What follows belongs to an exercise in optimizing a design on an open flow for small area and a short achievable clock period; a production flow would make more cautious choices.
In this exercise RTL edits were held to simulation tests only and were not proved equivalent to the original.
The flow treats the clock pin as an ideal source, which a real chip does not have.
Power and IR drop assume default switching activity.

Setup of run E:
// CPU_TOP
module CPU_TOP(clk, reset, switches, leds,
               imem_addr, imem_data,
               dmem_addr, dmem_wdata, dmem_we, dmem_rdata);
Settings: LEC_CHECK=0, CAP_MARGIN=10, CELL_PAD_IN_SITES_DETAIL_PLACEMENT=0, CELL_PAD_IN_SITES_GLOBAL_PLACEMENT=1, CORE_MARGIN=2, CORE_UTILIZATION=40, CTS_BUF_LIST=sky130_fd_sc_hd__clkbuf_16, CTS_CLUSTER_DIAMETER=100, CTS_CLUSTER_SIZE=20, PLACE_DENSITY=0.5, SLEW_MARGIN=10, SYNTH_HIERARCHICAL=1; clock period 20.0 ns.
standard.sh (not shown) runs the stock make flow with config.mk's settings and CLKGATE_MAP_FILE= SYNTH_SCRIPT=/design/flow/synth_recipe.tcl, a recipe that flattens the netlist after the stock synthesis.
==> flow/flow/run.sh <==
#!/bin/bash
# Own flow: the standard layout (standard.sh) with
#  - ports buffered with buf_4 instead of the default delay-buffer choice,
#  - timing repair aiming below the clock period (setup margin),
#  - after CTS, area recovery (downsizing) of cells whose paths stay within
#    that same target (post_cts.tcl).
# Each tool's full output is in orfs/logs/; standard.sh's own output in standard.log.
set -uo pipefail
here=$(pwd)
export BUFFER_PORTS_ARGS="-buffer_cell sky130_fd_sc_hd__buf_4"
export SETUP_SLACK_MARGIN=9.5
export POST_CTS_TCL=$here/flow/post_cts.tcl
bash standard.sh > $here/standard.log 2>&1
==> flow/flow/post_cts.tcl <==
# Area recovery: downsize cells off the critical paths. The setup margin is
# applied as clock uncertainty while it runs, so no path is made slower than
# the repair target; the uncertainty is removed again afterwards.
set margin $::env(SETUP_SLACK_MARGIN)
set_clock_uncertainty -setup $margin [all_clocks]
report_worst_slack
log_cmd repair_timing -recover_power 100
report_worst_slack
set_clock_uncertainty -setup 0 [all_clocks]
log_cmd detailed_placement
check_placement -verbose
report_design_area
What run C does differently from run E at the input level:
--- a/flow/flow/run.sh
+++ b/flow/flow/run.sh
@@ -9,5 +9,5 @@
 here=$(pwd)
 export BUFFER_PORTS_ARGS="-buffer_cell sky130_fd_sc_hd__buf_4"
-export SETUP_SLACK_MARGIN=9.5
+export SETUP_SLACK_MARGIN=9
 export POST_CTS_TCL=$here/flow/post_cts.tcl
 bash standard.sh > $here/standard.log 2>&1
- [compare] base=run E new=run C: via count down 901; utilization after layout down 0.91 points; number of clock buffer instances in the layout up 1; number of signal-net buffers in the layout down 53.


Setup of old:
CPU_TOP, a different RTL version from the one above (not shown whole).
Size in the first run: roughly 4600 cells after synthesis, roughly 180 I/O pins, roughly 51000 sq um of cells after synthesis.
clock: 20.0 ns
lec_check: 0
cap_margin: 10
cell_pad_in_sites_detail_placement: 0
cell_pad_in_sites_global_placement: 1
core_margin: 2
core_utilization: 40
cts_buf_list: sky130_fd_sc_hd__clkbuf_16
cts_cluster_diameter: 120
cts_cluster_size: 24
place_density: 0.5
slew_margin: 10
synth_hierarchical: 1
==> flow/flow/run.sh <==
#!/bin/bash
# Own flow: the standard layout (standard.sh) with
#  - ports buffered with buf_4 instead of the default delay-buffer choice,
#  - timing repair aiming below the clock period (setup margin).
# Each tool's full output is in orfs/logs/; standard.sh's own output in standard.log.
set -uo pipefail
here=$(pwd)
export BUFFER_PORTS_ARGS="-buffer_cell sky130_fd_sc_hd__buf_4"
export SETUP_SLACK_MARGIN=9
bash standard.sh > $here/standard.log 2>&1
old went all the way through synthesis, placement and routing and the layout is clean on timing, DRC and antenna.
#### Input delta (new over old)
--- a/flow/flow/run.sh
+++ b/flow/flow/run.sh
@@ -3,3 +3,5 @@
 #  - ports buffered with buf_4 instead of the default delay-buffer choice,
-#  - timing repair aiming below the clock period (setup margin).
+#  - timing repair aiming below the clock period (setup margin),
+#  - after CTS, area recovery (downsizing) of cells whose paths stay within
+#    that same target (post_cts.tcl).
 # Each tool's full output is in orfs/logs/; standard.sh's own output in standard.log.
@@ -9,2 +11,3 @@
 export SETUP_SLACK_MARGIN=9
+export POST_CTS_TCL=$here/flow/post_cts.tcl
 bash standard.sh > $here/standard.log 2>&1
==> flow/flow/post_cts.tcl (new file) <==
# Area recovery: downsize cells off the critical paths. The setup margin is
# applied as clock uncertainty while it runs, so no path is made slower than
# the repair target; the uncertainty is removed again afterwards.
set margin $::env(SETUP_SLACK_MARGIN)
set_clock_uncertainty -setup $margin [all_clocks]
report_worst_slack
log_cmd repair_timing -recover_power 100
report_worst_slack
set_clock_uncertainty -setup 0 [all_clocks]
log_cmd detailed_placement
check_placement -verbose
report_design_area
Findings:
- Every stage of the flow completed for new, and the final layout passed the timing, design-rule and antenna checks.
- Any difference in total power between new and old is small enough to ignore.
- Against old as the reference, new delivers a lower slew at the pin closest to its max-slew limit.
- Between old and new, the difference in sequential power share is negligible.
- new vs old, final worst slack went down by 0.025 ns.
- Taking old as the reference, in new layout overhead on the synthesized area moved down; global-route wire length before repair level; post-route clock period utilization level.

==> what the ideal ports hide <==
No port has a modelled driver above. Below, the same layouts with a new extraction and two added sets of constraints.
Step 1 (the two cells are an assumption about what drives the block):
set clk [get_ports {clk}]
set_driving_cell -lib_cell sky130_fd_sc_hd__clkbuf_16 $clk
set_driving_cell -lib_cell sky130_fd_sc_hd__buf_2 [delete_from_list [all_inputs] $clk]
Step 2 times the ports against the registers' clock, not the clock port: input delays grow and output delays shrink by t, the midpoint of the rising clock arrivals with the driver on.
Slacks: ideal ports / drivers / drivers and shift; pairs: ideal ports / drivers.
run | t (ns) | setup WS [ns] | worst slew at a driven data input, ns
run E | 0.758 | 8.285 / 8.122 / 8.122 | 0.24
run C | 0.774 | 8.352 / 8.194 / 8.074 | 0.26
old | 0.776 | 7.995 / 7.786 / 7.786 | 0.23
new | 0.775 | 7.971 / 7.763 / 7.763 | 0.23
After both steps setup and hold are still met in every run listed. For run C, which loses most, drivers alone change the setup slack by -0.158 ns; drivers and shift together by -0.278 ns.
